Background: an optimization exercise with open tools, aiming at small area and a short achievable clock period. Do not read the settings as production practice.
RTL that was checked went through simulation tests only; none was proved equivalent to the original.
Function not checked in run 3: the RTL went through the layout flow alone.
The flow treats the clock pin as an ideal source. Dropping or thinning the clock tree relies on that and would not hold on a real chip.
Power figures rest on the tool's default switching activity, not on a simulated workload.

File: config.mk
export PLATFORM = sky130hd
export DESIGN_NAME = TopModule
export DESIGN_NICKNAME = TopModule
export VERILOG_FILES = /design/flow/design.v
export SDC_FILE = /design/flow/constraint.sdc
export NUM_CORES = 8
export LEC_CHECK = 0
export CAP_MARGIN = 30
export CORE_MARGIN = 2
export CORE_UTILIZATION = 40
export SETUP_SLACK_MARGIN = 4.6
export SLEW_MARGIN = 20
File: constraint.sdc
create_clock -name core_clock -period 7.0 [get_ports {clk}]
set_input_delay 1.4000 -clock core_clock [delete_from_list [all_inputs] [get_ports {clk}]]
set_output_delay 1.4000 -clock core_clock [all_outputs]
set_load 0.01 [all_outputs]
File: design.v
module SPI_RAM(din,clk,rst_n,rx_valid,dout);
input [9:0] din;
input clk,rst_n,rx_valid;
output reg [7:0] dout;
reg [3:0] cnt;            
reg [7:0] wr_addr;
reg wz;                   
reg [7:0] rd_addr;
reg wp;                   
reg [7:0] wdata;
reg [7:0] rm;             
reg [7:0] rs;             
reg wr, wr_n;             
wire [7:0] wd = wdata ^ {8{~cnt[3]}};
wire [3:0] cntm2 = cnt - 4'd2;
wire [7:0] tap [0:31];
genvar r;
generate
    for (r = 0; r < 32; r = r + 1) begin : ring
        reg [63:0] q;     
        wire sel = (wr_addr[7:3] == r);
        wire a = sel & wr;
        wire b = ~sel | wr_n;
        always @(posedge clk)
            q <= {q[55:0], ~((q[63:56] | {8{a}}) & (wd | {8{b}}))};
        assign tap[r] = q[7:0];
    end
endgenerate
wire put = rx_valid && din[9:8] == 2'b01;
wire at1 = (cnt[2:0] + 3'd1 == wr_addr[2:0]);
wire wp_nx = (rst_n & put) | (wp & ~wr);
wire wr_nx = (rst_n & put & at1) | (wp & ~wr & at1);
always @(posedge clk)
    cnt <= cnt + 4'd1;
always @(posedge clk) begin
    wp   <= wp_nx;
    wr   <= wr_nx;
    wr_n <= ~wr_nx;
    if (put)
        wdata <= din[7:0];
    if (rx_valid && din[9:8] == 2'b00)
        wr_addr <= din[7:0];
    else if (wz && !wp)
        wr_addr <= 8'd0;
    wz <= ~rst_n | (wz & ~(rx_valid && din[9:8] == 2'b00));
    rd_addr <= {8{rst_n}} & ((rx_valid && din[9:8] == 2'b10) ? din[7:0] : rd_addr);
    rm <= tap[rd_addr[7:3]];
    if (cntm2[2:0] == rd_addr[2:0])
        rs <= rm ^ {8{cntm2[3]}};
    if (rx_valid && din[9:8] == 2'b11)
        dout <= rs;
end
endmodule
module SPI_Slave(MOSI,clk,SS_n,tx_data,rst_n,MISO,rx_valid,rx_data);
    input MOSI,clk,SS_n,rst_n;
    input [7:0] tx_data;
    output reg MISO,rx_valid;
    output [9:0] rx_data;
localparam IDLE  = 3'd0;
localparam CHK   = 3'd1;
localparam WRITE = 3'd2;
localparam RDATA = 3'd3;
localparam RADD  = 3'd4;
reg [2:0] cs;
reg [3:0] bit_count;
reg read_ctrl;            
reg is_read_cmd;          
reg flag;                 
reg b0;                   
reg [9:0] sh;             
wire idle  = (cs == IDLE);
wire chk   = (cs == CHK);
wire wpath = (cs == WRITE);
wire rdata = (cs == RDATA);
wire radd  = (cs == RADD);
wire bc9   = (bit_count == 4'd9);
wire bc10  = (bit_count == 4'd10);
assign rx_data = {sh[9:1], wpath ? b0 : sh[0]};
wire cap = rx_valid & rx_data[9] & rx_data[8];
reg [2:0] cs_go;
always @* begin
    case (cs)
        IDLE:  cs_go = CHK;
        CHK:   cs_go = is_read_cmd ? (read_ctrl ? RDATA : RADD) : WRITE;
        WRITE, RADD, RDATA: cs_go = bc10 ? IDLE : cs;
        default: cs_go = IDLE;
    endcase
end
wire miso_go   = ~idle & ((rdata & ~bc10) ? (flag & ~bit_count[3] & tx_data[~bit_count[2:0]]) : MISO);
wire miso_hold = ~idle & MISO;
wire rc_go     = (radd & bc9) | (read_ctrl & ~(rdata & bc9));
wire fl_keep   = flag | cap;
wire fl_go     = fl_keep & ~(rdata & bc9);
wire rv_go     = (wpath | radd) & bc9;
always @(posedge clk)
    sh <= {sh[8:0], MOSI};
always @(posedge clk) begin
    cs          <= (rst_n & ~SS_n) ? cs_go : IDLE;
    MISO        <= rst_n & (SS_n ? miso_hold : miso_go);
    read_ctrl   <= rst_n & (SS_n ? read_ctrl : rc_go);
    flag        <= rst_n & (SS_n ? fl_keep : fl_go);
    rx_valid    <= rst_n & ~SS_n & rv_go;
    is_read_cmd <= rst_n & ((chk & ~SS_n) ? MOSI : is_read_cmd);
    b0          <= rst_n & ((rx_valid & wpath) ? sh[0] : b0);
end
always @(posedge clk) begin
    if (chk)
        bit_count <= 4'd0;
    else
        bit_count <= bit_count + 4'd1;
end
endmodule
module TopModule(MOSI,clk,SS_n,rst_n,MISO);
    input MOSI,clk,SS_n,rst_n;
    output MISO;
    wire [9:0] rx_data;
    wire rx_valid;
    wire [7:0] tx_data;
    SPI_Slave spi_slave (MOSI,clk,SS_n,tx_data,rst_n,MISO,rx_valid,rx_data);
    SPI_RAM ram(rx_data,clk,rst_n,rx_valid,tx_data);
endmodule
File: flow/run.sh
#!/bin/bash
# The standard layout (standard.sh) with these changes:
#  - synthesis maps the logic with an area-oriented ABC script (abc.script
#    here, in place of ORFS's abc_speed.script); every other synthesis step,
#    and so every register, is the standard synthesis's;
#  - ports are buffered with buf_4 cells;
#  - TritonCTS clusters the registers under leaf buffers, without dummy
#    loads; clock_top.tcl then drives the leaves from four root buffers on
#    the clock port and runs the post-CTS timing repair.
# Each make run writes its output to a log here; each ORFS step keeps its
# own log under orfs/logs/.
set -euo pipefail
here=$(pwd)
rm -rf "$here/scripts_abc"
cp -r "$FLOW_HOME/scripts" "$here/scripts_abc"
cp "$here/flow/abc.script" "$here/scripts_abc/abc_speed.script"
bash standard.sh "SCRIPTS_DIR=$here/scripts_abc" synth > synth.log 2>&1
export BUFFER_PORTS_ARGS="-buffer_cell sky130_fd_sc_hd__buf_4"
export CTS_ARGS="-sink_clustering_enable -repair_clock_nets -dont_use_dummy_load -buf_list {sky130_fd_sc_hd__clkbuf_16 sky130_fd_sc_hd__clkbuf_8 sky130_fd_sc_hd__clkbuf_4} -root_buf sky130_fd_sc_hd__clkbuf_16 -sink_clustering_buffer sky130_fd_sc_hd__clkbuf_16 -sink_buffer_max_cap_derate 1.0 -sink_clustering_size 30 -sink_clustering_max_diameter 80"
export SKIP_CTS_REPAIR_TIMING=1
export POST_CTS_TCL="$here/flow/clock_top.tcl"
bash standard.sh finish > make.log 2>&1
File: flow/abc.script
&get -n
&st
&syn2
&dch -f
&nf -a -R 100
&st
&syn2
&dch -f
&nf -a -R 100
&put
buffer -c
topo
stime -c
upsize -c
dnsize -c
File: flow/clock_top.tcl
# Sourced by ORFS's cts.tcl after clock_tree_synthesis (POST_CTS_TCL, with
# SKIP_CTS_REPAIR_TIMING=1). TritonCTS clusters the registers under leaf
# buffers; this replaces the buffers above the leaves with four root buffers,
# each driven by the clock port and driving the leaves of one region, so
# every register's clock passes through two buffers. Then it legalizes and
# runs the post-CTS timing repair that cts.tcl skipped.

proc clock_top_rebuild {nroot rootcell} {
  set block [ord::get_db_block]
  set clknet [$block findNet clk]
  # walk down from the port; a clock buffer whose loads include a
  # non-buffer is a leaf, the others are upper levels
  set leaves {}
  set uppers {}
  set frontier [list $clknet]
  while {[llength $frontier]} {
    set next {}
    foreach net $frontier {
      foreach it [$net getITerms] {
        if {![$it isInputSignal]} continue
        set inst [$it getInst]
        if {![string match "sky130_fd_sc_hd__clkbuf*" [[$inst getMaster] getName]]} continue
        set onet [[$inst findITerm X] getNet]
        set isleaf 0
        foreach it2 [$onet getITerms] {
          if {[$it2 isInputSignal] && ![string match "sky130_fd_sc_hd__clkbuf*" [[[$it2 getInst] getMaster] getName]]} { set isleaf 1 }
        }
        if {$isleaf} { lappend leaves $inst } else { lappend uppers $inst; lappend next $onet }
      }
    }
    set frontier $next
  }
  puts "clock_top: [llength $leaves] leaf buffers, [llength $uppers] upper buffers removed"
  foreach inst $uppers {
    set onet [[$inst findITerm X] getNet]
    foreach it [$inst getITerms] { if {[$it getNet] ne "NULL"} { $it disconnect } }
    odb::dbInst_destroy $inst
    if {$onet ne "NULL" && [$onet getName] ne [$clknet getName]} { odb::dbNet_destroy $onet }
  }
  # group the leaves by location (k-means, nroot groups)
  set pts {}
  foreach l $leaves {
    set b [$l getBBox]
    lappend pts [list [expr {([$b xMin] + [$b xMax]) / 2.0}] [expr {([$b yMin] + [$b yMax]) / 2.0}]]
  }
  set die [$block getDieArea]
  set W [$die dx]
  set H [$die dy]
  set nx [expr {int(ceil(sqrt($nroot)))}]
  set ny [expr {int(ceil(double($nroot) / $nx))}]
  set centers {}
  for {set i 0} {$i < $nroot} {incr i} {
    lappend centers [list [expr {$W * (0.5 + $i % $nx) / $nx}] [expr {$H * (0.5 + $i / $nx) / $ny}]]
  }
  for {set iter 0} {$iter < 40} {incr iter} {
    set assign {}
    foreach p $pts {
      set best 0
      set bd 1e30
      for {set c 0} {$c < $nroot} {incr c} {
        set d [expr {abs([lindex $p 0] - [lindex $centers $c 0]) + abs([lindex $p 1] - [lindex $centers $c 1])}]
        if {$d < $bd} { set bd $d; set best $c }
      }
      lappend assign $best
    }
    set nc {}
    for {set c 0} {$c < $nroot} {incr c} {
      set sx 0
      set sy 0
      set n 0
      foreach p $pts a $assign {
        if {$a == $c} { set sx [expr {$sx + [lindex $p 0]}]; set sy [expr {$sy + [lindex $p 1]}]; incr n }
      }
      if {$n} { lappend nc [list [expr {$sx / $n}] [expr {$sy / $n}]] } else { lappend nc [lindex $centers $c] }
    }
    set centers $nc
  }
  set master [[ord::get_db] findMaster $rootcell]
  for {set c 0} {$c < $nroot} {incr c} {
    set inst [odb::dbInst_create $block $master "clkroot_$c"]
    $inst setLocation [expr {int([lindex $centers $c 0])}] [expr {int([lindex $centers $c 1])}]
    $inst setPlacementStatus PLACED
    set net [odb::dbNet_create $block "clknet_root_$c"]
    $net setSigType CLOCK
    [$inst findITerm A] connect $clknet
    [$inst findITerm X] connect $net
    set n 0
    foreach l $leaves a $assign {
      if {$a == $c} { [$l findITerm A] connect $net; incr n }
    }
    puts "clock_top: root $c drives $n leaves"
  }
}

clock_top_rebuild 4 sky130_fd_sc_hd__clkbuf_16
detailed_placement
estimate_parasitics -placement
report_clock_latency
repair_timing_helper
detailed_placement
check_placement -verbose
File: standard.sh
#!/bin/bash
# synth_recipe.tcl (not shown) runs the flow's synth.tcl, then flattens the netlist and writes it again
# the make line also repeats each setting of config.mk as NAME=value (left out here)
make -C /OpenROAD-flow-scripts/flow DESIGN_CONFIG=/design/flow/config.mk WORK_HOME=/design/flow/orfs CLKGATE_MAP_FILE= SYNTH_SCRIPT=/design/flow/synth_recipe.tcl "${@:-finish}"
==> metrics.cfg, run 1 <==
[run_status]
outcome = finished clean

[yosys]
yosysMostFrequentCell = dfxtp_1
syn-cell-area_sq_um = 47590
synth_top_area_share_pct = 88.13
synth-seq-cells = 2127
yosys-top-cells-area = dfxtp_1 88%, o22ai_1 3.4%, edfxtp_1 2.0%
synth.distinct_cells = 47
async_flop_share_pct = 0
ys_seq_area_share_pct = 90.15
syn-num-nets = 2899
synth_common_cells = 2,095 x dfxtp_1, 256 x o22ai_1, 96 x nor2_1
synth_edf_count = 32
syn_area_per_cell_sq_um = 16.47
ys_warn_count = 2
synthCells = 2889
yosys.area.top_type = dfxtp_1
synthFlopType = dfxtp_1

[critical_path]
arrival_ps = 2870
r2r-end = ram.rm[4]$_DFF_P_
reg2regPathDepth = 6
rr_startpoint = ram.rd_addr[5]$_DFF_P_
crit_path_start_kind = register
worst_setup_path_end_kind = register
cp_max_fo = 8
critical_path_class = reg -> reg
r2r_slack_ps = 4570
critPathRequiredTime_ps = 7440

[layout]
design_area_sq_um = 51690
drive_gt1_share_pct = 5.708
multi_input_comb_area_sq_um = 4711
nFillCells = 10275
seqCellArea_sq_um = 42900
nNetsFinal = 2955
area_growth_pct = 8.624
final_util_pct = 43.78

[sta]
slew_headroom_pct = 35.32
post-route-period-util_pct = 34.73
maxSlewViolCount = 0
tightest_slew_ps = 966.6
setup_viol = 0
timing.setup.tns_ps = 0
fmaxAchievable_mhz = 411.4
finalHoldViolCount = 0
rsz0062_at_grt = yes
skew_ps = 68.12
period_needed_ps = 2431

[min_path]
hp-class = reg -> reg
min_to = ram.ring[15].q[58]$_DFF_P_
hold_start = ram.ring[15].q[50]$_DFF_P_
hold_depth = 0

[drt]
routed_wl_um = 86920
wl_per_cell_um = 19.40
drt_iter0_drc = 1598
vias_per_cell = 4.483
drc = 0
num_vias = 20082
first_pass_iters = 5
ant_nets = 0

[floorplanning]
dieArea_sq_um = 121700
num_io_pins = 5
row_count = 126
die_w_um = 348.9
core_region_area_sq_um = 118100
start_util_pct = 40.30
die_h_um = 348.9

[clock_network]
path_clk_slew_ps = 120
clk-insertion-delay-late_ps = 530
cts.sinks = 2127

[placement]
hpwl_um = 57280
io_buffer_count = 4
gp_congestion = 0.8929
postPlaceCellArea_sq_um = 49530

[grt]
grt_pass1_vias = 19097
grt.overflow.total = 0
antenna_found_initial = 6
grt_pass1_wl_um = 125800
grt_max_degree = 33
grt_use_total_pct = 14.08

[job]
cap_violations = 0

[power_and_ir_drop]
power_density_nw_per_um2 = 343.4
power.total_mw = 17.75
leakagePower_nw = 19.66
vdd_drop_max_mv = 0.2273

how the worst max path moves through the flow:
stage	from	cells after the start	slack, ps	end
floorplan	SS_n	3	4910	spi_slave.MISO$_DFF_P_
global placement	ram.rd_addr[5]$_DFF_P_	6	4330	ram.rm[4]$_DFF_P_
detailed placement	ram.rd_addr[5]$_DFF_P_	6	4340	ram.rm[4]$_DFF_P_
global route	ram.rd_addr[6]$_DFF_P_	6	4530	ram.rm[6]$_DFF_P_
finish	ram.rd_addr[5]$_DFF_P_	6	4570	ram.rm[4]$_DFF_P_
metal layers:
metal | GRT usage, % | share of wire, % | vias up
li1 | - | - | 9789
met2 | 20.81 | 41 | 399
met4 | 4.935 | 3.3 | 0
met3 | 1.847 | 4.1 | 146
met1 | 21.13 | 51 | 9748
met5 | 0 | 0 | -
state kept, by name, summed over array words and instances (netlist names), 3 cells and up:
| name | cells |
|---|---|
| ram.cnt | 4 |
| ram.dout | 8 |
| ram.rd_addr | 8 |
| ram.ring.q | 2048 |
| ram.rm | 8 |
| ram.rs | 8 |
| ram.wdata | 8 |
| ram.wr_addr | 8 |
| spi_slave.bit_count | 4 |
| spi_slave.cs | 3 |
| spi_slave.sh | 10 |
per-stage QoR:
stage,cells,hold WS (ps),worst slack [ps]
after floorplan,2889,309.6,4907
after global placement,4398,309.5,4332
after detailed placement,4400,312.1,4337
after global routing,4479,286.8,4533
final,4480,282.9,4569
critical path: stages, from the launching register on:
cell,delay [ps]
dfxtp_1,440
nand2b_2,300
nor2_1,230
a22o_1,300
a221oi_2,360
nand4_1,400
o22a_1,280
power by group:
part / leakage [nW] / total, mW / switching, mW / internal, mW
logic: 1.21 / 0.167 / 0.104 / 0.0624
registers: 17.5 / 12.4 / 0.102 / 12.3
clock network: 0.949 / 5.19 / 3.22 / 1.96
total: 19.7 / 17.7 / 3.43 / 14.3
layout make-up, clock buffers not listed:
class                      instances  area share [%]
multi-input combinational        703           9.113
buffer                             4          0.1936
timing repair buffer              24          0.3461
sequential                      2127           83.00
antenna                            1        0.004841
tap                             1536           3.718
inverter                          12         0.08714
logic make-up after synthesis:
group	synth area share (%)
DFF	90.15
and+or+nand+nor	2.479
AOI/OAI and AO/OA	6.026
muxes	0.1393
buffers and inverters	0.5285
adders and majority gates	0.1578
xor gates and xnor gates	0.5153
layout by cell type (no fill, tap or decap), types with 3 or more instances in the layout:
cell type,instances
nand3_1,8
o22ai_1,256
and2_1,7
ha_1,6
nor4_1,3
nor3_1,10
xnor2_1,16
a21oi_1,9
xor2_1,4
o21ai_0,14
nor2_2,12
a221oi_2,24
inv_1,12
a22oi_1,5
edfxtp_1,32
a22o_1,54
dfxtp_1,2092
a221oi_1,37
nand4_1,18
nor2_4,6
buf_4,21
dfxtp_2,3
clkbuf_16,77
nor2b_1,6
xnor2_2,8
o22a_1,7
nand3b_1,4
nor2_1,86
nand2_1,69
nand2b_1,7
==> run 2: changes to the inputs <==
--- a/config.mk
+++ b/config.mk
@@ -9,4 +9,4 @@
 export CORE_MARGIN = 2
 export CORE_UTILIZATION = 40
-export SETUP_SLACK_MARGIN = 4.6
+export SETUP_SLACK_MARGIN = 4.75
 export SLEW_MARGIN = 20
==> run 2 against run 1 <==
Net effect: setup slack improved by 43 ps; critical endpoint is now MISO; register-to-register slack improved by 130 ps; total power barely moved.
==> metrics.cfg, run 2 <==
[run_status]
outcome = finished clean

[sta]
tightest_slew_ps = 949.7  ; -16.85 ps
period_needed_ps = 2388  ; -43.30 ps
skew_ps = 66.70  ; -1.416 ps
timing.setup.tns_ps = 0  ; unchanged
maxSlewViolCount = 0  ; unchanged
worst_slack_ps = 4612  ; +43.30 ps
rsz0062_at_grt = yes
post-route-period-util_pct = 34.11  ; -0.62 points
fmaxAchievable_mhz = 418.8  ; +1.8%
setup_viol = 0  ; unchanged
slew_headroom_pct = 36.45  ; +1.1 points
finalHoldViolCount = 0  ; unchanged

[yosys]
synthCells = 2889  ; unchanged
synth.distinct_cells = 47  ; unchanged
yosysMostFrequentCell = dfxtp_1
synth-seq-cells = 2127  ; unchanged
syn-num-nets = 2899  ; unchanged
ys_warn_count = 2  ; unchanged
syn_area_per_cell_sq_um = 16.47  ; unchanged
synthFlopType = dfxtp_1
ys_seq_area_share_pct = 90.15  ; unchanged
synth_common_cells = 2,095 x dfxtp_1, 256 x o22ai_1, 96 x nor2_1
yosys.area.top_type = dfxtp_1
synth_top_area_share_pct = 88.13  ; unchanged
syn-cell-area_sq_um = 47590  ; unchanged
synth_edf_count = 32  ; unchanged
yosys-top-cells-area = dfxtp_1 88%, o22ai_1 3.4%, edfxtp_1 2.0%
async_flop_share_pct = 0  ; unchanged

[floorplanning]
die_w_um = 348.9  ; unchanged
dieArea_sq_um = 121700  ; unchanged
core_region_area_sq_um = 118100  ; unchanged
row_count = 126  ; unchanged
start_util_pct = 40.30  ; unchanged
num_io_pins = 5  ; unchanged
die_h_um = 348.9  ; unchanged

[layout]
nNetsFinal = 2957  ; +0.068%
top_regs = ram.ring.q: 2048 flops, spi_slave.sh: 10 flops
drive_gt1_share_pct = 6.689  ; +0.98 points
final_cell_mix = 2,088 x dfxtp_1, 256 x o22ai_1, 77 x clkbuf_16
area_growth_pct = 8.950
final_util_pct = 43.91  ; +0.13 points
nFillCells = 10265  ; -0.097%
layout_commonest_cell = dfxtp_1
largest_reg_flops = 2048  ; unchanged
top_register = ram.ring.q

[placement]
gp_congestion = 0.8929  ; unchanged
hpwl_um = 57280  ; unchanged
pre_cts_slack_ps = 4337  ; unchanged
io_buffer_count = 4  ; unchanged

[drt]
routed_wl_um = 87170  ; +0.28%
num_vias = 20121  ; +0.19%
first_pass_iters = 5  ; unchanged
vias_per_cell = 4.489  ; +0.15%
drt_iter0_drc = 1652  ; +3.4%
ant_nets = 0  ; unchanged
wl_per_cell_um = 19.45  ; +0.24%
drc = 0  ; unchanged

[power_and_ir_drop]
power_density_nw_per_um2 = 342.5  ; -0.24%
leakagePower_nw = 19.71  ; +0.27%
vdd_drop_max_mv = 0.2278  ; +0.23%

[critical_path]
reg2regPathDepth = 6  ; unchanged
slowest_delay_ps = 350  ; -90 ps
cp_max_fo = 2  ; -6
r2r_slack_ps = 4700  ; +130 ps
arrival_ps = 990  ; -1880 ps
worst-path-buf-inv = 1  ; +1
critPathRequiredTime_ps = 5600  ; -1840 ps
critPathTopFamily = flip-flops
rr_startpoint = ram.rd_addr[4]$_DFF_P_
r2r-end = ram.rm[4]$_DFF_P_
crit_chain = buf_6
crit_path_start_kind = register
worst_setup_path_end_kind = output port
critPathSlowestCell = dfxtp_2
critical_path_class = reg -> out

[min_path]
min_to = ram.ring[15].q[58]$_DFF_P_
hold_depth = 0  ; unchanged
hp-class = reg -> reg
hold_start = ram.ring[15].q[50]$_DFF_P_

[clock_network]
clk-insertion-delay-late_ps = 530  ; about the same
path_clk_slew_ps = 100  ; -20 ps
cts.sinks = 2127  ; unchanged

[grt]
grt_pass1_wl_um = 126000  ; +0.13%
grt.overflow.total = 0  ; unchanged
grt_use_total_pct = 14.09  ; about the same
grt_pass1_vias = 19116  ; +0.099%
grt_max_degree = 33  ; unchanged
antenna_found_initial = 4  ; -2

[job]
cap_violations = 0  ; unchanged

## run 2: cell families (layout without fill, tap and decap cells)
| group | Yosys count | in the layout | share of synthesized area [%] |
|---|---|---|---|
| fa+ha+maj | 6 | 6 | 0.1578 |
| compound gates | 411 | 411 | 6.026 |
| other cells | 0 | 1 | 0 |
| flops | 2127 | 2127 | 90.15 |
| buf+inv | 59 | 115 | 0.5285 |
| mux | 4 | 4 | 0.1393 |
| simple gates | 254 | 254 | 2.479 |
| xor+xnor | 28 | 28 | 0.5153 |
## run 2: final cells by class, clock buffers not listed
type / count / area [sq um] / share of cell area, %
antenna: 1 / 2.502 / 0.004827
buffer: 4 / 100.1 / 0.1931
inverter: 12 / 45.04 / 0.08688
multi-input combinational: 703 / 4846 / 9.347
sequential: 2127 / 42910 / 82.76
tap: 1536 / 1922 / 3.707
timing repair buffer: 26 / 193.9 / 0.3741
## run 2: how the worst max path moves through the flow
| stage | start | endpoint | slack, ps | cells after the start |
|---|---|---|---|---|
| finish | spi_slave.MISO$_DFF_P_ | MISO | 4610 | 1 |
| global route | spi_slave.MISO$_DFF_P_ | MISO | 4560 | 1 |
| floorplan | SS_n | spi_slave.MISO$_DFF_P_ | 4910 | 3 |
| global placement | ram.rd_addr[5]$_DFF_P_ | ram.rm[4]$_DFF_P_ | 4330 | 6 |
| detailed placement | ram.rd_addr[5]$_DFF_P_ | ram.rm[4]$_DFF_P_ | 4340 | 6 |
## run 2: stage by stage
step	instance area, sq um	hold slack, ps	instances	power [mW]
after global placement	49520	309.5	4398	12.83
after global routing	51840	286.8	4481	18.34
after floorplan	47590	309.6	2889	12.74
final	51850	282.8	4482	17.76
after detailed placement	49530	312.1	4400	12.83
## run 2: layer usage
layer	GRT usage [%]	vias up	wire [um]
met4	4.935	0	2898
met2	20.84	394	36060
met5	0	-	0
met3	1.863	147	3794
met1	21.13	9794	44420
li1	-	9786	-
## run 2: power breakdown
group | internal (mW) | switching [mW]
clock | 1.96 | 3.23
sequential | 12.3 | 0.103
combinational | 0.0628 | 0.105
total | 14.3 | 3.44
## run 2: worst register-to-register path, stage by stage, from the launching register on
cell,delay [ps]
dfxtp_2,440
nand3b_1,240
nor2_1,210
a22o_1,310
a221oi_2,370
nand4_1,370
o22a_1,270
==> run 3: changes to the inputs <==
--- a/design.v
+++ b/design.v
@@ -9,5 +9,5 @@
 reg wp;                   
 reg [7:0] wdata;
-reg [7:0] rm;             
+reg [7:0] rma, rmb;       
 reg [7:0] rs;             
 reg wr, wr_n;             
@@ -45,7 +45,8 @@
     wz <= ~rst_n | (wz & ~(rx_valid && din[9:8] == 2'b00));
     rd_addr <= {8{rst_n}} & ((rx_valid && din[9:8] == 2'b10) ? din[7:0] : rd_addr);
-    rm <= tap[rd_addr[7:3]];
+    rma <= tap[{1'b0, rd_addr[6:3]}];
+    rmb <= tap[{1'b1, rd_addr[6:3]}];
     if (cntm2[2:0] == rd_addr[2:0])
-        rs <= rm ^ {8{cntm2[3]}};
+        rs <= (rd_addr[7] ? rmb : rma) ^ {8{cntm2[3]}};
     if (rx_valid && din[9:8] == 2'b11)
         dout <= rs;
--- a/config.mk
+++ b/config.mk
@@ -9,4 +9,4 @@
 export CORE_MARGIN = 2
 export CORE_UTILIZATION = 40
-export SETUP_SLACK_MARGIN = 4.75
+export SETUP_SLACK_MARGIN = 4.7
 export SLEW_MARGIN = 20
==> run 3 against run 2 <==
Net effect: largest power group unchanged; critical endpoint is now ram.ring[11].q[5]$_DFF_P_; global-route usage down 0.48 points; routed wire length up 0.53%; first-iteration DRC count down 3.1%; critical path type is now reg -> reg; clock skew up 23 ps; via count up 3.0%.
==> metrics.cfg, run 3 <==
[run_status]
outcome = finished clean

[drt]
routed_wl_um = 87630  ; +0.53%
num_vias = 20725  ; +3.0%
ant_nets = 0  ; unchanged
vias_per_cell = 4.427  ; -1.4%
wl_per_cell_um = 18.72  ; -3.8%
drt_iter0_drc = 1600  ; -3.1%
first_pass_iters = 6  ; +1
drc = 0  ; unchanged

[yosys]
ys_seq_area_share_pct = 88.92  ; -1.2 points
synth.distinct_cells = 49  ; +4.3%
syn-num-nets = 3039  ; +4.8%
synthCells = 3029  ; +4.8%
syn_area_per_cell_sq_um = 15.99  ; -2.9%
synth_edf_count = 32  ; unchanged
yosys.area.top_type = dfxtp_1
yosys-top-cells-area = dfxtp_1 87%, o22ai_1 3.8%, edfxtp_1 2.0%
yosysMostFrequentCell = dfxtp_1
synth_top_area_share_pct = 86.93  ; -1.2 points
synth_common_cells = 2,103 x dfxtp_1, 295 x o22ai_1, 88 x nor2_1
synth-seq-cells = 2135  ; +0.38%
syn-cell-area_sq_um = 48430  ; +1.8%
ys_warn_count = 2  ; unchanged
async_flop_share_pct = 0  ; unchanged
synthFlopType = dfxtp_1

[layout]
design_area_sq_um = 52530  ; +1.3%
layout.cells.non_filler = 4682  ; +4.5%
final_util_pct = 43.78  ; -0.12 points
drive_gt1_share_pct = 5.309  ; -1.4 points
antenna_cells = 0  ; -1
nNetsFinal = 3082  ; +4.2%
top_register = ram.ring.q
largest_reg_flops = 2048  ; unchanged
layout_commonest_cell = dfxtp_1
top_regs = ram.ring.q: 2048 flops, spi_slave.sh: 10 flops
area_growth_pct = 8.464
final_cell_mix = 2,100 x dfxtp_1, 292 x o22ai_1, 85 x nand2_1

[critical_path]
critPathTopFamily = simple AND/OR/NAND/NOR gates
cp-startpoint = ram.wr_addr[6]$_SDFFCE_PN0P_
r2r_slack_ps = 4580  ; -120 ps
worst-path-buf-inv = 0  ; -1
cp_max_fo = 14  ; +12
critical_path_class = reg -> reg
arrival_ps = 2810  ; +1820 ps
rr_startpoint = ram.wr_addr[6]$_SDFFCE_PN0P_
critPathSlowestCell = nor2_1
slowest_delay_ps = 720  ; +370 ps
critPathRequiredTime_ps = 7400  ; +1800 ps
crit_path_start_kind = register
crit_chain = nor2b_1 > nand3_1 > nor2_1 > o22ai_1
worst_setup_path_end_kind = register

[sta]
finalHoldViolCount = 0  ; unchanged
tightest_slew_ps = 1132  ; +182.7 ps
skew_ps = 89.36  ; +22.66 ps
maxSlewViolCount = 0  ; unchanged
post-route-period-util_pct = 34.50  ; +0.39 points
timing.setup.tns_ps = 0  ; unchanged
fmaxAchievable_mhz = 414.1  ; -1.1%
rsz0062_at_grt = yes
setup_viol = 0  ; unchanged
period_needed_ps = 2415  ; +27.54 ps
slew_headroom_pct = 24.32  ; -12 points

[floorplanning]
start_util_pct = 40.37  ; +0.067 points
die_w_um = 352.0  ; +0.87%
dieArea_sq_um = 123900  ; +1.7%
core_region_area_sq_um = 120000  ; +1.6%
die_h_um = 352.0  ; +0.87%
num_io_pins = 5  ; unchanged
row_count = 127  ; +0.79%

[power_and_ir_drop]
switching_share_pct = 19.40  ; +0.027 points
p_int_mw = 14.37  ; +0.33%
power_frac_comb_pct = 1.1  ; +0.2 points
vdd_drop_max_mv = 0.2310  ; +1.4%
seq_power_share_pct = 69.8  ; about the same
power.switching_mw = 3.458  ; +0.51%
p_clk_share_pct = 29.2  ; about the same
power_density_nw_per_um2 = 339.3  ; -0.94%
leakagePower_nw = 20.12  ; +2.1%

[placement]
io_buffer_count = 4  ; unchanged
gp_congestion = 0.8609  ; -3.6%
postPlaceCellArea_sq_um = 50350  ; +1.7%
hpwl_um = 55500  ; -3.1%
place_inst = 4592  ; +4.4%

[grt]
met3_usage_pct = 2.233  ; +0.37 points
grt_pass1_wl_um = 125600  ; -0.28%
grt.busiest_layer = met1
grt_max_degree = 56  ; +70%
grt_use_total_pct = 13.62  ; -0.48 points
grt_pass1_vias = 19540  ; +2.2%
antenna_found_initial = 0  ; -4
grt_util_met1_pct = 20.43  ; -0.70 points
grt.overflow.total = 0  ; unchanged
grt_use_met2_pct = 19.87  ; -0.97 points

[clock_network]
cts.sinks = 2135  ; +0.38%
path_clk_slew_ps = 110  ; about the same
clk-insertion-delay-late_ps = 560  ; +30 ps

[min_path]
hold_start = ram.ring[6].q[20]$_DFF_P_
hp-class = reg -> reg

[job]
cap_violations = 0  ; unchanged

run 3: cell count changes after synthesis, sizes merged, moves of 19 or more:
cell and change:
mux2i +76, o22ai +40, a22o -54, a221oi -61, buf +26, a21oi +51
o21ai +19
run 3: power by group through the flow:
stage | combinational [mW] | sequential, mW | clock (mW)
6_report | 0.189 | 12.4 | 5.20
3_3_place_gp | 0.179 | 12.7 | 0
5_1_grt | 0.202 | 12.5 | 5.73
2_1_floorplan | 0.136 | 12.7 | 0
3_5_place_dp | 0.182 | 12.7 | 0
run 3: final cells by class, clock buffers not listed:
class / count / area (sq um)
Fill cell: 10571 / 67440
Sequential cell: 2135 / 43070
Inverter: 22 / 82.58
Multi-Input combinational cell: 799 / 5085
Tap cell: 1612 / 2017
Timing Repair Buffer: 37 / 349.1
Buffer: 4 / 100.1
run 3: kinds of logic after synthesis:
kind of cell,synth area share (%)
XOR/XNOR,0.5038
adder cells (fa/ha/maj),0.1550
flip-flops,88.92
AND/OR/NAND/NOR,2.514
buffers and inverters,0.9068
multiplexers,1.684
AO/OA/AOI/OAI,5.320
run 3: path summary, 6_finish.rpt:
path | end | cells after the start
setup / recovery | ram.ring[11].q[5]$_DFF_P_ | 4
hold / removal | ram.ring[6].q[28]$_DFF_P_ | 0
setup reg to reg | ram.ring[11].q[5]$_DFF_P_ | 4
hold reg to reg | ram.ring[6].q[28]$_DFF_P_ | 0
run 3: stage by stage:
step           hold slack [ps]  total power, mW  setup WS [ps]
2_1_floorplan            309.6            12.80           4829
3_3_place_gp             309.5            12.89           3716
3_5_place_dp             312.1            12.89           3965
5_1_grt                  282.4            18.39           4569
6_report                 272.8            17.82           4585
run 3: per-layer routing:
metal	share of wire (%)	wire length, um	vias to the layer above
met3	4.1	3581	139
met4	3.4	2951	0
li1	-	-	10102
met2	41	36160	374
met5	0	0	-
met1	51	44930	10110
run 3: worst register-to-register path: cells and delay by family (launching register included):
family	cells	cell delay [ps]
AND/OR/NAND/NOR	3	1440
flip-flops	1	670
AO/OA/AOI/OAI	1	210
==> run 4: changes to the inputs <==
--- a/design.v
+++ b/design.v
@@ -9,5 +9,5 @@
 reg wp;                   
 reg [7:0] wdata;
-reg [7:0] rma, rmb;       
+reg [7:0] rm;             
 reg [7:0] rs;             
 reg wr, wr_n;             
@@ -45,8 +45,7 @@
     wz <= ~rst_n | (wz & ~(rx_valid && din[9:8] == 2'b00));
     rd_addr <= {8{rst_n}} & ((rx_valid && din[9:8] == 2'b10) ? din[7:0] : rd_addr);
-    rma <= tap[{1'b0, rd_addr[6:3]}];
-    rmb <= tap[{1'b1, rd_addr[6:3]}];
+    rm <= tap[rd_addr[7:3]];
     if (cntm2[2:0] == rd_addr[2:0])
-        rs <= (rd_addr[7] ? rmb : rma) ^ {8{cntm2[3]}};
+        rs <= rm ^ {8{cntm2[3]}};
     if (rx_valid && din[9:8] == 2'b11)
         dout <= rs;
--- a/flow/run.sh
+++ b/flow/run.sh
@@ -5,7 +5,8 @@
 #    and so every register, is the standard synthesis's;
 #  - ports are buffered with buf_4 cells;
-#  - TritonCTS clusters the registers under leaf buffers, without dummy
-#    loads; clock_top.tcl then drives the leaves from four root buffers on
-#    the clock port and runs the post-CTS timing repair.
+#  - TritonCTS builds the clock tree from larger sink clusters, without
+#    dummy loads; clock_top.tcl then replaces its root by four inverters on
+#    the clock port and its branch buffers by inverters, and runs the
+#    post-CTS timing repair.
 # Each make run writes its output to a log here; each ORFS step keeps its
 # own log under orfs/logs/.
==> flow/clock_top.tcl (replaced) <==
# Sourced by ORFS's cts.tcl after clock_tree_synthesis (POST_CTS_TCL, with
# SKIP_CTS_REPAIR_TIMING=1). TritonCTS builds a buffer tree: one root, a level
# of branch buffers, and leaf buffers that drive the registers. This replaces
# the root by four inverters driven by the clock port, each driving a group
# of branch buffers, and swaps the branch buffers for inverters, so the clock
# still reaches every register true, through three cells. Then it legalizes
# and runs the post-CTS timing repair that cts.tcl skipped.

set clock_top_root_cell sky130_fd_sc_hd__clkinv_16
set clock_top_branch_cell sky130_fd_sc_hd__clkinv_16
set clock_top_roots 4

proc clock_top_is_buf {inst} {
  return [string match "sky130_fd_sc_hd__clkbuf*" [[$inst getMaster] getName]]
}

# the clock buffers level by level from the port
proc clock_top_levels {clknet} {
  set levels {}
  set frontier [list $clknet]
  while {[llength $frontier]} {
    set next {}
    set lvl {}
    foreach net $frontier {
      foreach it [$net getITerms] {
        if {![$it isInputSignal]} continue
        set inst [$it getInst]
        if {![clock_top_is_buf $inst]} continue
        lappend lvl $inst
        lappend next [[$inst findITerm X] getNet]
      }
    }
    if {[llength $lvl]} { lappend levels $lvl }
    set frontier $next
  }
  return $levels
}

# replace buffer instances by inverters of the given master, in place
proc clock_top_to_inv {insts cell} {
  set block [ord::get_db_block]
  set master [[ord::get_db] findMaster $cell]
  set new {}
  foreach inst $insts {
    set innet [[$inst findITerm A] getNet]
    set onet [[$inst findITerm X] getNet]
    set loc [$inst getLocation]
    set name [$inst getName]
    foreach it [$inst getITerms] { if {[$it getNet] ne "NULL"} { $it disconnect } }
    odb::dbInst_destroy $inst
    set ni [odb::dbInst_create $block $master $name]
    $ni setLocation [lindex $loc 0] [lindex $loc 1]
    $ni setPlacementStatus PLACED
    if {$innet ne "NULL"} { [$ni findITerm A] connect $innet }
    [$ni findITerm Y] connect $onet
    lappend new $ni
  }
  return $new
}

# k-means of instance centres into k groups: {assignment centres}
proc clock_top_kmeans {insts k} {
  set pts {}
  foreach l $insts {
    set b [$l getBBox]
    lappend pts [list [expr {([$b xMin] + [$b xMax]) / 2.0}] [expr {([$b yMin] + [$b yMax]) / 2.0}]]
  }
  set n [llength $pts]
  set sorted [lsort -real -index 0 $pts]
  set centers {}
  for {set i 0} {$i < $k} {incr i} { lappend centers [lindex $sorted [expr {int(($i + 0.5) * $n / $k)}]] }
  for {set iter 0} {$iter < 50} {incr iter} {
    set assign {}
    foreach p $pts {
      set best 0
      set bd 1e30
      for {set c 0} {$c < $k} {incr c} {
        set d [expr {abs([lindex $p 0] - [lindex $centers $c 0]) + abs([lindex $p 1] - [lindex $centers $c 1])}]
        if {$d < $bd} { set bd $d; set best $c }
      }
      lappend assign $best
    }
    set nc {}
    for {set c 0} {$c < $k} {incr c} {
      set sx 0
      set sy 0
      set m 0
      foreach p $pts a $assign {
        if {$a == $c} { set sx [expr {$sx + [lindex $p 0]}]; set sy [expr {$sy + [lindex $p 1]}]; incr m }
      }
      if {$m} { lappend nc [list [expr {$sx / $m}] [expr {$sy / $m}]] } else { lappend nc [lindex $centers $c] }
    }
    set centers $nc
  }
  return [list $assign $centers]
}

proc clock_top_rebuild {} {
  global clock_top_root_cell clock_top_branch_cell clock_top_roots
  set block [ord::get_db_block]
  set clknet [$block findNet clk]
  set levels [clock_top_levels $clknet]
  puts "clock_top: buffers per level: [lmap l $levels {llength $l}]"
  if {[llength $levels] < 3 || [llength [lindex $levels 0]] != 1} {
    puts "clock_top: tree left as TritonCTS built it"
    return
  }
  set root [lindex $levels 0 0]
  set onet [[$root findITerm X] getNet]
  foreach it [$root getITerms] { if {[$it getNet] ne "NULL"} { $it disconnect } }
  odb::dbInst_destroy $root
  odb::dbNet_destroy $onet
  set branches [clock_top_to_inv [lindex $levels 1] $clock_top_branch_cell]
  set k [expr {min($clock_top_roots, [llength $branches])}]
  set r [clock_top_kmeans $branches $k]
  set master [[ord::get_db] findMaster $clock_top_root_cell]
  for {set c 0} {$c < $k} {incr c} {
    set inst [odb::dbInst_create $block $master "clkroot_$c"]
    $inst setLocation [expr {int([lindex $r 1 $c 0])}] [expr {int([lindex $r 1 $c 1])}]
    $inst setPlacementStatus PLACED
    set net [odb::dbNet_create $block "clknet_root_$c"]
    $net setSigType CLOCK
    [$inst findITerm A] connect $clknet
    [$inst findITerm Y] connect $net
    set n 0
    foreach b $branches a [lindex $r 0] {
      if {$a == $c} { [$b findITerm A] connect $net; incr n }
    }
    puts "clock_top: root $c drives $n branch inverters"
  }
}

clock_top_rebuild
detailed_placement
estimate_parasitics -placement
report_clock_latency
repair_timing_helper
detailed_placement
check_placement -verbose
--- a/config.mk
+++ b/config.mk
@@ -9,4 +9,4 @@
 export CORE_MARGIN = 2
 export CORE_UTILIZATION = 40
-export SETUP_SLACK_MARGIN = 4.7
+export SETUP_SLACK_MARGIN = 4.8
 export SLEW_MARGIN = 20
==> run 4 against run 3 <==
Net effect: the flow now stops in clock tree synthesis (4_1_cts); synthesized area is 1.7% lower; synthesized cell count is 4.6% lower.
==> metrics.cfg, run 4 <==
[run_status]
outcome = stopped before the end
haltStage = clock tree synthesis (4_1_cts)
error = Error: cts.tcl, 90 can't read "clock_top_branch_cell": no such variable

[yosys]
ys_warn_count = 2  ; unchanged
synth_top_area_share_pct = 88.13  ; +1.2 points
ys_seq_area_share_pct = 90.15  ; +1.2 points
synth.distinct_cells = 47  ; -4.1%
yosys-top-cells-area = dfxtp_1 88%, o22ai_1 3.4%, edfxtp_1 2.0%
syn-num-nets = 2899  ; -4.6%
synth_edf_count = 32  ; unchanged
yosys.area.top_type = dfxtp_1
synthCells = 2889  ; -4.6%
async_flop_share_pct = 0  ; unchanged
syn_area_per_cell_sq_um = 16.47  ; +3.0%
synth_common_cells = 2,095 x dfxtp_1, 256 x o22ai_1, 96 x nor2_1
synthFlopType = dfxtp_1
syn-cell-area_sq_um = 47590  ; -1.7%
synth-seq-cells = 2127  ; -0.37%
yosysMostFrequentCell = dfxtp_1

[placement]
io_buffer_count = 4  ; unchanged
postPlaceCellArea_sq_um = 49530  ; -1.6%
hpwl_um = 57280  ; +3.2%
gp_congestion = 0.8929  ; +3.7%

[floorplanning]
start_util_pct = 40.30  ; -0.067 points
die_h_um = 348.9  ; -0.86%
die_w_um = 348.9  ; -0.86%
row_count = 126  ; -0.79%
num_io_pins = 5  ; unchanged

[clock_network]
cts.sinks = 2127  ; -0.37%

## run 4: cell count changes after synthesis, sizes merged, moves of 19 or more
cell	previous run	this run
a221oi	0	61
a21oi	60	9
o21ai	33	14
a22o	0	54
mux2i	77	1
buf	36	10
o22ai	296	256
## run 4: cells by family after synthesis
logic type / after synthesis / synth area share, %
adder cells (fa/ha/maj): 6 / 0.1578
multiplexers: 4 / 0.1393
AND/OR/NAND/NOR: 254 / 2.479
flip-flops: 2127 / 90.15
AO/OA/AOI/OAI: 411 / 6.026
buffers and inverters: 59 / 0.5285
XOR/XNOR: 28 / 0.5153
## run 4: worst min path at each step
stage	to	cells past startpoint	slack, ps	start
floorplan	ram.ring[0].q[16]$_DFF_P_	0	310	ram.ring[0].q[8]$_DFF_P_
global placement	ram.ring[0].q[30]$_DFF_P_	0	310	ram.ring[0].q[22]$_DFF_P_
detailed placement	ram.ring[10].q[20]$_DFF_P_	0	310	ram.ring[10].q[12]$_DFF_P_
## run 4: power groups by stage
stage          combinational (mW)  sequential [mW]  clock [mW]
3_3_place_gp                0.161             12.7           0
2_1_floorplan               0.129             12.6           0
3_5_place_dp                0.162             12.7           0
## run 4: stage by stage
stage	cells	worst slack, ps
floorplan	2889	4907
detailed placement	4400	4337
global placement	4398	4332
==> run 5: changes to the inputs <==
--- a/flow/clock_top.tcl
+++ b/flow/clock_top.tcl
@@ -7,7 +7,7 @@
 # and runs the post-CTS timing repair that cts.tcl skipped.
 
-set clock_top_root_cell sky130_fd_sc_hd__clkinv_16
-set clock_top_branch_cell sky130_fd_sc_hd__clkinv_16
-set clock_top_roots 4
+set ::clock_top_root_cell sky130_fd_sc_hd__clkinv_16
+set ::clock_top_branch_cell sky130_fd_sc_hd__clkinv_16
+set ::clock_top_roots 4
 
 proc clock_top_is_buf {inst} {
--- a/config.mk
+++ b/config.mk
@@ -9,4 +9,4 @@
 export CORE_MARGIN = 2
 export CORE_UTILIZATION = 40
-export SETUP_SLACK_MARGIN = 4.8
+export SETUP_SLACK_MARGIN = 4.77
 export SLEW_MARGIN = 20
==> run 5 against run 4 <==
Net effect: now clean on timing, DRC and antenna; synthesized area did not move; synthesized cell count did not move.
==> metrics.cfg, run 5 <==
[run_status]
outcome = finished clean

[grt]
grt_pass1_vias = 19245
grt_max_degree = 33
grt_use_total_pct = 14.12
grt_pass1_wl_um = 126600
grt.overflow.total = 0
antenna_found_initial = 6

[clock_network]
cts.sinks = 2127  ; unchanged
clk-insertion-delay-late_ps = 390
path_clk_slew_ps = 100

[floorplanning]
die_h_um = 348.9  ; unchanged
num_io_pins = 5  ; unchanged
die_w_um = 348.9  ; unchanged
dieArea_sq_um = 121700
core_region_area_sq_um = 118100
start_util_pct = 40.30  ; unchanged
row_count = 126  ; unchanged

[sta]
skew_ps = 51.70
slew_headroom_pct = 37.35
period_needed_ps = 2233
tightest_slew_ps = 933.0
timing.setup.tns_ps = 0
finalHoldViolCount = 0
fmaxAchievable_mhz = 447.9
maxSlewViolCount = 0
rsz0062_at_grt = yes
setup_viol = 0
post-route-period-util_pct = 31.89

[power_and_ir_drop]
p_clk_share_pct = 30.2
power.switching_mw = 3.606
seq_power_share_pct = 68.9
p_int_mw = 14.40
leakagePower_nw = 19.79
power_frac_comb_pct = 0.9
switching_share_pct = 20.03
vdd_drop_max_mv = 0.1917
power_density_nw_per_um2 = 345.2

[critical_path]
cp_max_fo = 2
worst_setup_path_end_kind = output port
slowest_delay_ps = 350
crit_chain = buf_6
crit_path_start_kind = register
critical_path_class = reg -> out
critPathSlowestCell = dfxtp_2
worst-path-buf-inv = 1
critPathRequiredTime_ps = 5600
reg2regPathDepth = 6
rr_startpoint = ram.rd_addr[4]$_DFF_P_
r2r-end = ram.rm[3]$_DFF_P_
arrival_ps = 830
critPathTopFamily = flip-flops
r2r_slack_ps = 4770

[yosys]
syn-cell-area_sq_um = 47590  ; unchanged
synth_edf_count = 32  ; unchanged
yosys.area.top_type = dfxtp_1
yosysMostFrequentCell = dfxtp_1
ys_seq_area_share_pct = 90.15  ; unchanged
ys_warn_count = 2  ; unchanged
yosys-top-cells-area = dfxtp_1 88%, o22ai_1 3.4%, edfxtp_1 2.0%
synthFlopType = dfxtp_1
synth_top_area_share_pct = 88.13  ; unchanged
synth.distinct_cells = 47  ; unchanged
syn_area_per_cell_sq_um = 16.47  ; unchanged
synth-seq-cells = 2127  ; unchanged
synth_common_cells = 2,095 x dfxtp_1, 256 x o22ai_1, 96 x nor2_1
synthCells = 2889  ; unchanged
syn-num-nets = 2899  ; unchanged
async_flop_share_pct = 0  ; unchanged

[drt]
num_vias = 20085
drc = 0
first_pass_iters = 7
ant_nets = 0
wl_per_cell_um = 19.47
drt_iter0_drc = 1653
vias_per_cell = 4.475
routed_wl_um = 87380

[layout]
largest_reg_flops = 2048
final_cell_mix = 2,088 x dfxtp_1, 256 x o22ai_1, 73 x clkbuf_16
drive_gt1_share_pct = 7.249
layout_commonest_cell = dfxtp_1
top_register = ram.ring.q
antenna_cells = 0
top_regs = ram.ring.q: 2048 flops, spi_slave.sh: 10 flops
design_area_sq_um = 52140
nNetsFinal = 2964
area_growth_pct = 9.576
final_util_pct = 44.16

[placement]
gp_congestion = 0.8929  ; unchanged
hpwl_um = 57280  ; unchanged
io_buffer_count = 4  ; unchanged
postPlaceCellArea_sq_um = 49530  ; unchanged

[min_path]
hp-class = reg -> reg
hold_start = ram.ring[15].q[50]$_DFF_P_
hold_depth = 0
min_to = ram.ring[15].q[58]$_DFF_P_

[job]
cap_violations = 0

[run 5: cell counts after synthesis]
No cell type changed its count.
[run 5: cell type report, clock buffers not listed]
class | count | area, sq um
Fill cell | 10218 | 65940
Inverter | 24 | 405.4
Multi-Input combinational cell | 703 | 4893
Sequential cell | 2127 | 42910
Tap cell | 1536 | 1922
Timing Repair Buffer | 25 | 186.4
[run 5: metal layers]
metal	global-route usage, %	wire length [um]
met1	21.07	44440
met2	20.89	36210
met3	1.943	3546
met4	5.076	3196
met5	0	0
[run 5: power groups by stage]
stage,sequential (mW),clock (mW),combinational [mW]
final,12.4,5.44,0.168
after global routing,12.4,6.01,0.183
after detailed placement,12.7,0,0.162
after global placement,12.7,0,0.161
after floorplan,12.6,0,0.129
[run 5: how the worst max path moves through the flow]
| stage | startpoint | slack (ps) | cells after the start | end |
|---|---|---|---|---|
| final | spi_slave.MISO$_DFF_P_ | 4770 | 1 | MISO |
| after global routing | spi_slave.MISO$_DFF_P_ | 4720 | 1 | MISO |
| after detailed placement | ram.rd_addr[5]$_DFF_P_ | 4340 | 6 | ram.rm[4]$_DFF_P_ |
| after global placement | ram.rd_addr[5]$_DFF_P_ | 4330 | 6 | ram.rm[4]$_DFF_P_ |
| after floorplan | SS_n | 4910 | 3 | spi_slave.MISO$_DFF_P_ |
[run 5: through the flow]
| step | hold slack (ps) | setup slack [ps] | cells | total power [mW] |
|---|---|---|---|---|
| 2_1_floorplan | 309.6 | 4907 | 2889 | 12.74 |
| 3_3_place_gp | 309.5 | 4332 | 4398 | 12.83 |
| 3_5_place_dp | 312.1 | 4337 | 4400 | 12.83 |
| 5_1_grt | 289.3 | 4725 | 4488 | 18.61 |
| 6_report | 283.6 | 4767 | 4488 | 18.00 |
[run 5: kinds of logic after synthesis]
family | Yosys count | share of synthesized area, %
flops | 2127 | 90.15
compound gates | 411 | 6.026
simple gates | 254 | 2.479
buf+inv | 59 | 0.5285
xor+xnor | 28 | 0.5153
fa+ha+maj | 6 | 0.1578
mux | 4 | 0.1393
==> run 6: changes to the inputs <==
--- a/config.mk
+++ b/config.mk
@@ -9,4 +9,4 @@
 export CORE_MARGIN = 2
 export CORE_UTILIZATION = 40
-export SETUP_SLACK_MARGIN = 4.77
+export SETUP_SLACK_MARGIN = 4.8
 export SLEW_MARGIN = 20
==> run 6 against run 5 <==
Net effect: first-iteration DRC count is 1.1% higher; largest power group unchanged; highest routed layer unchanged; critical path type unchanged; clock power is essentially flat; register-to-register slack is essentially flat.
==> metrics.cfg, run 6 <==
[run_status]
outcome = finished clean

[yosys]
async_flop_share_pct = 0  ; unchanged
syn-cell-area_sq_um = 47590  ; unchanged
yosysMostFrequentCell = dfxtp_1
yosys.area.top_type = dfxtp_1
syn-num-nets = 2899  ; unchanged
synthCells = 2889  ; unchanged
ys_seq_area_share_pct = 90.15  ; unchanged
synthFlopType = dfxtp_1
synth_top_area_share_pct = 88.13  ; unchanged
synth.distinct_cells = 47  ; unchanged
syn_area_per_cell_sq_um = 16.47  ; unchanged
ys_warn_count = 2  ; unchanged
synth-seq-cells = 2127  ; unchanged
synth_common_cells = 2,095 x dfxtp_1, 256 x o22ai_1, 96 x nor2_1
yosys-top-cells-area = dfxtp_1 88%, o22ai_1 3.4%, edfxtp_1 2.0%
synth_edf_count = 32  ; unchanged

[layout]
area_growth_pct = 9.671  ; about the same
antenna_cells = 0  ; unchanged
final_util_pct = 44.20  ; about the same
layout_commonest_cell = dfxtp_1
drive_gt1_share_pct = 7.515  ; +0.27 points
top_regs = ram.ring.q: 2048 flops, spi_slave.sh: 10 flops
top_register = ram.ring.q
final_cell_mix = 2,088 x dfxtp_1, 256 x o22ai_1, 73 x clkbuf_16
nFillCells = 10215  ; -0.029%
nNetsFinal = 2966  ; +0.067%
largest_reg_flops = 2048  ; unchanged

[floorplanning]
start_util_pct = 40.30  ; unchanged
dieArea_sq_um = 121700  ; unchanged
core_region_area_sq_um = 118100  ; unchanged
die_w_um = 348.9  ; unchanged
die_h_um = 348.9  ; unchanged
num_io_pins = 5  ; unchanged
row_count = 126  ; unchanged

[grt]
antenna_found_initial = 6  ; unchanged
grt_use_total_pct = 14.13  ; about the same
grt.overflow.total = 0  ; unchanged
grt_pass1_wl_um = 126600  ; about the same
grt_pass1_vias = 19238  ; -0.036%
grt_max_degree = 33  ; unchanged

[drt]
vias_per_cell = 4.506  ; +0.69%
num_vias = 20232  ; +0.73%
routed_wl_um = 87370  ; about the same
drt_iter0_drc = 1671  ; +1.1%
drc = 0  ; unchanged
first_pass_iters = 5  ; -2
ant_nets = 0  ; unchanged
wl_per_cell_um = 19.46  ; about the same

[critical_path]
critPathTopFamily = flip-flops
rr_startpoint = ram.rd_addr[3]$_DFF_P_
cp_max_fo = 2  ; unchanged
crit_path_start_kind = register
worst_setup_path_end_kind = output port
arrival_ps = 830  ; about the same
critPathRequiredTime_ps = 5600  ; about the same
r2r_slack_ps = 4780  ; about the same
slowest_delay_ps = 350  ; about the same
cp-startpoint = spi_slave.MISO$_DFF_P_
worst-path-buf-inv = 1  ; unchanged
crit_chain = buf_6
critical_path_class = reg -> out
critPathSlowestCell = dfxtp_2

[min_path]
hp-class = reg -> reg
hold_start = ram.ring[15].q[50]$_DFF_P_

[clock_network]
clk-insertion-delay-late_ps = 400  ; about the same
path_clk_slew_ps = 100  ; about the same
cts.sinks = 2127  ; unchanged

[power_and_ir_drop]
leakagePower_nw = 19.81  ; about the same
power_density_nw_per_um2 = 345.0  ; about the same
vdd_drop_max_mv = 0.1933  ; +0.83%

[sta]
slew_headroom_pct = 37.26  ; -0.097 points
hold_slack_ps = 283.2  ; -0.4300 ps
finalHoldViolCount = 0  ; unchanged
fmaxAchievable_mhz = 447.9  ; about the same
setup_viol = 0  ; unchanged
tightest_slew_ps = 934.4  ; +1.443 ps
rsz0062_at_grt = yes
maxSlewViolCount = 0  ; unchanged
skew_ps = 55.74  ; +4.040 ps
worst_slack_ps = 4767  ; -0.08000 ps
post-route-period-util_pct = 31.90  ; about the same
period_needed_ps = 2233  ; +0.08000 ps
timing.setup.tns_ps = 0  ; unchanged

[placement]
pre_cts_slack_ps = 4337  ; unchanged
io_buffer_count = 4  ; unchanged
gp_congestion = 0.8929  ; unchanged
hpwl_um = 57280  ; unchanged

[job]
cap_violations = 0  ; unchanged

run 6: final cells by class, clock buffers not listed:
cell class | count | area [sq um] | area share (%)
flip-flops and latches | 2127 | 42910 | 82.23
multi-input cells | 703 | 4921 | 9.429
well taps | 1536 | 1922 | 3.682
inverters | 24 | 405.4 | 0.7768
repair buffers | 27 | 201.4 | 0.3860
run 6: per-layer routing:
layer | up-vias | share of wire (%) | GRT usage (%) | wire [um]
li1 | 9792 | - | - | -
met1 | 9907 | 51 | 21.14 | 44420
met2 | 392 | 41 | 20.87 | 36230
met3 | 141 | 4.2 | 1.916 | 3641
met4 | 0 | 3.5 | 5.032 | 3069
met5 | - | 0 | 0 | 0
run 6: power by group:
group	leakage (nW)	switching, mW	total (mW)	internal (mW)
logic	1.26	0.107	0.170	0.0629
clock network	1.04	3.40	5.44	2.04
registers	17.5	0.103	12.4	12.3
total	19.8	3.61	18.0	14.4
run 6: worst paths after layout:
check,to,cells after the start
max,MISO,1
min,ram.ring[15].q[58]$_DFF_P_,0
max reg2reg,ram.rm[0]$_DFF_P_,6
min reg2reg,ram.ring[15].q[58]$_DFF_P_,0
run 6: logic make-up after synthesis:
logic type | Yosys count | synth area share [%]
multiplexers | 4 | 0.1393
buffers and inverters | 59 | 0.5285
XOR/XNOR | 28 | 0.5153
AND/OR/NAND/NOR | 254 | 2.479
adder cells (fa/ha/maj) | 6 | 0.1578
AO/OA/AOI/OAI | 411 | 6.026
flip-flops | 2127 | 90.15
run 6: stage by stage:
step | power, mW | cell area [sq um] | std cells
final | 18.01 | 52190 | 4490
after global routing | 18.61 | 52190 | 4490
after detailed placement | 12.83 | 49530 | 4400
after global placement | 12.83 | 49520 | 4398
after floorplan | 12.74 | 47590 | 2889
==> run 7: changes to the inputs <==
--- a/config.mk
+++ b/config.mk
@@ -9,4 +9,5 @@
 export CORE_MARGIN = 2
 export CORE_UTILIZATION = 40
+export PLACE_DENSITY = 0.75
 export SETUP_SLACK_MARGIN = 4.8
 export SLEW_MARGIN = 20
==> run 7 against run 6 <==
Net effect: design area about the same; synthesized cell count unchanged; sequential power about the same; sequential share of layout area about the same; critical path depth up 2; utilization about the same; routed wire length down 1.8%; clock skew up 5.2 ps; total power down 0.37%; maximum frequency down 0.53%; critical endpoint is now ram.ring[7].q[1]$_DFF_P_; setup slack worse by 12 ps; still clean on timing, DRC and antenna.
==> metrics.cfg, run 7 <==
[run_status]
outcome = finished clean

[power_and_ir_drop]
power.total_mw = 17.94  ; -0.37%
power_density_nw_per_um2 = 343.8  ; -0.35%
leakagePower_nw = 19.79  ; about the same
vdd_drop_max_mv = 0.2052  ; +6.2%

[drt]
drt_iter0_drc = 1674  ; +0.18%
first_pass_iters = 5  ; unchanged
drc = 0  ; unchanged
vias_per_cell = 4.587  ; +1.8%
wl_per_cell_um = 19.14  ; -1.6%
num_vias = 20570  ; +1.7%
ant_nets = 0  ; unchanged
routed_wl_um = 85810  ; -1.8%

[critical_path]
cp_max_fo = 16  ; +14
critPathTopFamily = simple AND/OR/NAND/NOR gates
critical_path_class = reg -> reg
critPathRequiredTime_ps = 7210  ; +1610 ps
worst-path-buf-inv = 0  ; -1
slowest_delay_ps = 810  ; +460 ps
arrival_ps = 2460  ; +1630 ps
crit_path_start_kind = register
worst_setup_path_end_kind = register
crit_chain = nand2b_1 > nor2_1 > o22ai_1
critPathSlowestCell = nor2_1

[layout]
nNetsFinal = 2960  ; -0.20%
largest_reg_flops = 2048  ; unchanged
layout.cells.non_filler = 4484  ; -0.13%
antenna_cells = 0  ; unchanged
top_register = ram.ring.q
area_growth_pct = 9.652  ; about the same
top_regs = ram.ring.q: 2048 flops, spi_slave.sh: 10 flops
final_cell_mix = 2,088 x dfxtp_1, 256 x o22ai_1, 72 x clkbuf_16
drive_gt1_share_pct = 7.395  ; -0.12 points
layout_commonest_cell = dfxtp_1

[grt]
grt_max_degree = 33  ; unchanged
antenna_found_initial = 1  ; -5
grt_use_total_pct = 13.74  ; -0.39 points
grt_pass1_wl_um = 125700  ; -0.76%
grt_pass1_vias = 19926  ; +3.6%
grt.overflow.total = 0  ; unchanged

[yosys]
synthCells = 2889  ; unchanged
yosys.area.top_type = dfxtp_1
synth.distinct_cells = 47  ; unchanged
ys_warn_count = 2  ; unchanged
syn-num-nets = 2899  ; unchanged
yosys-top-cells-area = dfxtp_1 88%, o22ai_1 3.4%, edfxtp_1 2.0%
yosysMostFrequentCell = dfxtp_1
async_flop_share_pct = 0  ; unchanged
synth_common_cells = 2,095 x dfxtp_1, 256 x o22ai_1, 96 x nor2_1
ys_seq_area_share_pct = 90.15  ; unchanged
synth-seq-cells = 2127  ; unchanged
synth_edf_count = 32  ; unchanged
syn-cell-area_sq_um = 47590  ; unchanged
synthFlopType = dfxtp_1
syn_area_per_cell_sq_um = 16.47  ; unchanged
synth_top_area_share_pct = 88.13  ; unchanged

[sta]
setup_viol = 0  ; unchanged
finalHoldViolCount = 0  ; unchanged
slew_headroom_pct = 37.85  ; +0.59 points
post-route-period-util_pct = 32.07  ; +0.17 points
hold_slack_ps = 276.2  ; -7.017 ps
timing.setup.tns_ps = 0  ; unchanged
fmaxAchievable_mhz = 445.5  ; -0.53%
skew_ps = 60.94  ; +5.195 ps
tightest_slew_ps = 925.7  ; -8.763 ps
maxSlewViolCount = 0  ; unchanged
period_needed_ps = 2245  ; +11.94 ps
rsz0062_at_grt = yes

[floorplanning]
row_count = 126  ; unchanged
die_w_um = 348.9  ; unchanged
core_region_area_sq_um = 118100  ; unchanged
start_util_pct = 40.30  ; unchanged
num_io_pins = 5  ; unchanged
die_h_um = 348.9  ; unchanged
dieArea_sq_um = 121700  ; unchanged

[min_path]
hp-class = reg -> reg

[placement]
hpwl_um = 54800  ; -4.3%
io_buffer_count = 4  ; unchanged
gp_congestion = 0.9262  ; +3.7%
place_inst = 4394  ; -0.14%

[clock_network]
clk-insertion-delay-late_ps = 400  ; about the same
cts.sinks = 2127  ; unchanged
path_clk_slew_ps = 100  ; about the same

[job]
cap_violations = 0  ; unchanged

run 7: cell count changes in the layout (fill, tap and decap cells not counted), sizes merged:
cell	delta
clkbuf	-2
buf	-4
run 7: worst paths after layout:
path / from / endpoint / slack, ps / depth (start not counted)
max: ram.wr_addr[7]$_SDFFCE_PN0P_ / ram.ring[7].q[1]$_DFF_P_ / 4760 / 3
min: ram.ring[27].q[34]$_DFF_P_ / ram.ring[27].q[42]$_DFF_P_ / 280 / 0
max reg2reg: ram.wr_addr[7]$_SDFFCE_PN0P_ / ram.ring[7].q[1]$_DFF_P_ / 4760 / 3
min reg2reg: ram.ring[27].q[34]$_DFF_P_ / ram.ring[27].q[42]$_DFF_P_ / 280 / 0
run 7: area by class of cell, clock buffers not listed:
type | instances | area [sq um]
Inverter | 24 | 405.4
Multi-Input combinational cell | 703 | 4965
Timing Repair Buffer | 22 | 176.4
Tap cell | 1536 | 1922
Sequential cell | 2127 | 42910
Fill cell | 9879 | 65900
run 7: power by group:
| group | leakage, nW | switching (mW) | internal [mW] | total (mW) |
|---|---|---|---|---|
| logic | 1.26 | 0.0983 | 0.0615 | 0.160 |
| registers | 17.5 | 0.104 | 12.3 | 12.4 |
| clock network | 1.02 | 3.37 | 2.01 | 5.38 |
run 7: kinds of logic (layout without fill, tap and decap cells):
group           after synthesis  after routing  synth area share (%)
buf+inv                      59            118                0.5285
xor+xnor                     28             28                0.5153
fa+ha+maj                     6              6                0.1578
flops                      2127           2127                 90.15
mux                           4              4                0.1393
simple gates                254            254                 2.479
compound gates              411            411                 6.026
run 7: stage by stage:
step	utilization (%)	setup WS, ps	cell area (sq um)
6_report	44.19	4755	52180
2_1_floorplan	-	4907	47590
3_3_place_gp	41.90	4268	49480
3_5_place_dp	41.91	4262	49480
5_1_grt	44.19	4652	52180
run 7: routing by layer:
metal	wire length, um	vias up	share of wire, %	track usage (%)
li1	-	9811	-	-
met1	42100	10083	49	20.08
met2	36930	515	43	20.94
met3	3816	161	4.4	1.847
met4	2968	0	3.5	4.803
met5	0	-	0	0
==> run 8: changes to the inputs <==
--- a/config.mk
+++ b/config.mk
@@ -9,5 +9,5 @@
 export CORE_MARGIN = 2
 export CORE_UTILIZATION = 40
-export PLACE_DENSITY = 0.75
+export PLACE_DENSITY = 0.5
 export SETUP_SLACK_MARGIN = 4.8
 export SLEW_MARGIN = 20
==> run 8 against run 7 <==
Net effect: highest routed layer unchanged; critical endpoint is now ram.rm[1]$_DFF_P_; worst hold slack improved by 20 ps; critical path depth rose by 4; critical path type unchanged; setup slack improved by 7.1 ps.
==> metrics.cfg, run 8 <==
[run_status]
outcome = finished clean

[grt]
grt_use_total_pct = 15.24  ; +1.5 points
grt_pass1_wl_um = 137200  ; +9.1%
grt_pass1_vias = 20266  ; +1.7%
grt_max_degree = 33  ; unchanged
grt.overflow.total = 0  ; unchanged

[sta]
timing.setup.tns_ps = 0  ; unchanged
setup_viol = 0  ; unchanged
fmaxAchievable_mhz = 446.9  ; +0.32%
post-route-period-util_pct = 31.96  ; -0.10 points
period_needed_ps = 2238  ; -7.120 ps
maxSlewViolCount = 0  ; unchanged
skew_ps = 38.38  ; -22.56 ps
rsz0062_at_grt = yes

[drt]
drt_iter0_drc = 1316  ; -21%
ant_nets = 0  ; unchanged
num_vias = 20342  ; -1.1%
drc = 0  ; unchanged
wl_per_cell_um = 20.85  ; +8.9%
first_pass_iters = 5  ; unchanged
routed_wl_um = 94060  ; +9.6%

[floorplanning]
row_count = 126  ; unchanged
core_region_area_sq_um = 118100  ; unchanged
start_util_pct = 40.30  ; unchanged
die_h_um = 348.9  ; unchanged

[yosys]
synth_edf_count = 32  ; unchanged
syn-cell-area_sq_um = 47590  ; unchanged
synth.distinct_cells = 47  ; unchanged
yosys-top-cells-area = dfxtp_1 88%, o22ai_1 3.4%, edfxtp_1 2.0%
synth-seq-cells = 2127  ; unchanged
ys_seq_area_share_pct = 90.15  ; unchanged
synth_top_area_share_pct = 88.13  ; unchanged

[clock_network]
path_clk_slew_ps = 110  ; about the same

[layout]
top_regs = ram.ring.q: 2048 flops, spi_slave.sh: 10 flops
final_cell_mix = 2,088 x dfxtp_1, 256 x o22ai_1, 73 x clkbuf_16
layout.cells.non_filler = 4512  ; +0.62%
antenna_cells = 0  ; unchanged
drive_gt1_share_pct = 9.241  ; +1.8 points

[critical_path]
arrival_ps = 2530  ; +70 ps
critPathRequiredTime_ps = 7290  ; +80 ps
worst_setup_path_end_kind = register
crit_chain = buf_4 > or3b_4 > nor2_4 > buf_4 > a221oi_4 > nand4_1 > o22a_1
cp_max_fo = 6  ; -10
slowest_delay_ps = 390  ; -420 ps
critPathSlowestCell = dfxtp_4

[power_and_ir_drop]
leakagePower_nw = 20.06  ; +1.4%

[placement]
gp_congestion = 0.8100  ; -13%
pre_cts_slack_ps = 3680  ; -582.0 ps

[min_path]
hp-class = reg -> reg

## run 8: cell count changes in the layout (fill, tap and decap cells not counted), sizes merged
cell,previous run,this run
buf,22,48
clkbuf,72,74
## run 8: area by class of cell, clock buffers not listed
cell class | count | area (sq um)
fill | 10106 | 65240
inverter | 24 | 405.4
multi-input combinational | 703 | 5350
sequential | 2127 | 42920
tap | 1536 | 1922
timing repair buffer | 49 | 421.7
## run 8: worst max-delay path by stage
stage	start	to	depth (start not counted)
2_1_floorplan	SS_n	spi_slave.MISO$_DFF_P_	3
5_1_grt	ram.rd_addr[4]$_DFF_P_	ram.rm[6]$_DFF_P_	8
6_report	ram.rd_addr[4]$_DFF_P_	ram.rm[1]$_DFF_P_	7
3_3_place_gp	ram.rd_addr[5]$_DFF_P_	ram.rm[7]$_DFF_P_	6
3_5_place_dp	ram.rd_addr[6]$_DFF_P_	ram.rm[7]$_DFF_P_	6
## run 8: logic make-up after synthesis
family	Yosys count	share of synthesized area, %
DFF	2127	90.15
and+or+nand+nor	254	2.479
adders and majority gates	6	0.1578
xor gates and xnor gates	28	0.5153
muxes	4	0.1393
AOI/OAI and AO/OA	411	6.026
buffers and inverters	59	0.5285
## run 8: worst max-delay path, delay by kind of cell (launching register included)
family / cells / cell delay (ps)
AO/OA/AOI/OAI: 2 / 680
buffers and inverters: 2 / 320
flip-flops: 1 / 390
AND/OR/NAND/NOR: 3 / 740
## run 8: metal layers
metal / share of wire, % / wire (um) / vias to the layer above / global-route usage [%]
met1: 50 / 47290 / 10011 / 22.55
met2: 44 / 41150 / 354 / 23.52
met5: 0 / 0 / - / 0
met4: 3.0 / 2839 / 0 / 4.583
met3: 3.0 / 2789 / 114 / 1.682
li1: - / - / 9863 / -
## run 8: through the flow
step,instance area [sq um],util (%),power (mW),hold WS [ps]
finish,52850,44.75,18.06,296.0
global route,52850,44.75,18.70,295.6
detailed placement,49520,41.94,12.84,312.1
global placement,49510,41.92,12.83,309.6
floorplan,47590,-,12.74,309.6
## run 8: report_power, final
| part | leakage (nW) | internal, mW | switching, mW |
|---|---|---|---|
| clock network | 1.04 | 2.04 | 3.45 |
| registers | 17.5 | 12.3 | 0.0950 |
| logic | 1.52 | 0.0642 | 0.120 |

Check on run 8: ideal ports give 4.762 ns setup slack; a clkbuf_16 on the clock port and buf_2 on the inputs give 4.549 ns; moving port delays by the midpoint clock arrival (0.609 ns) as well gives 4.509 ns.
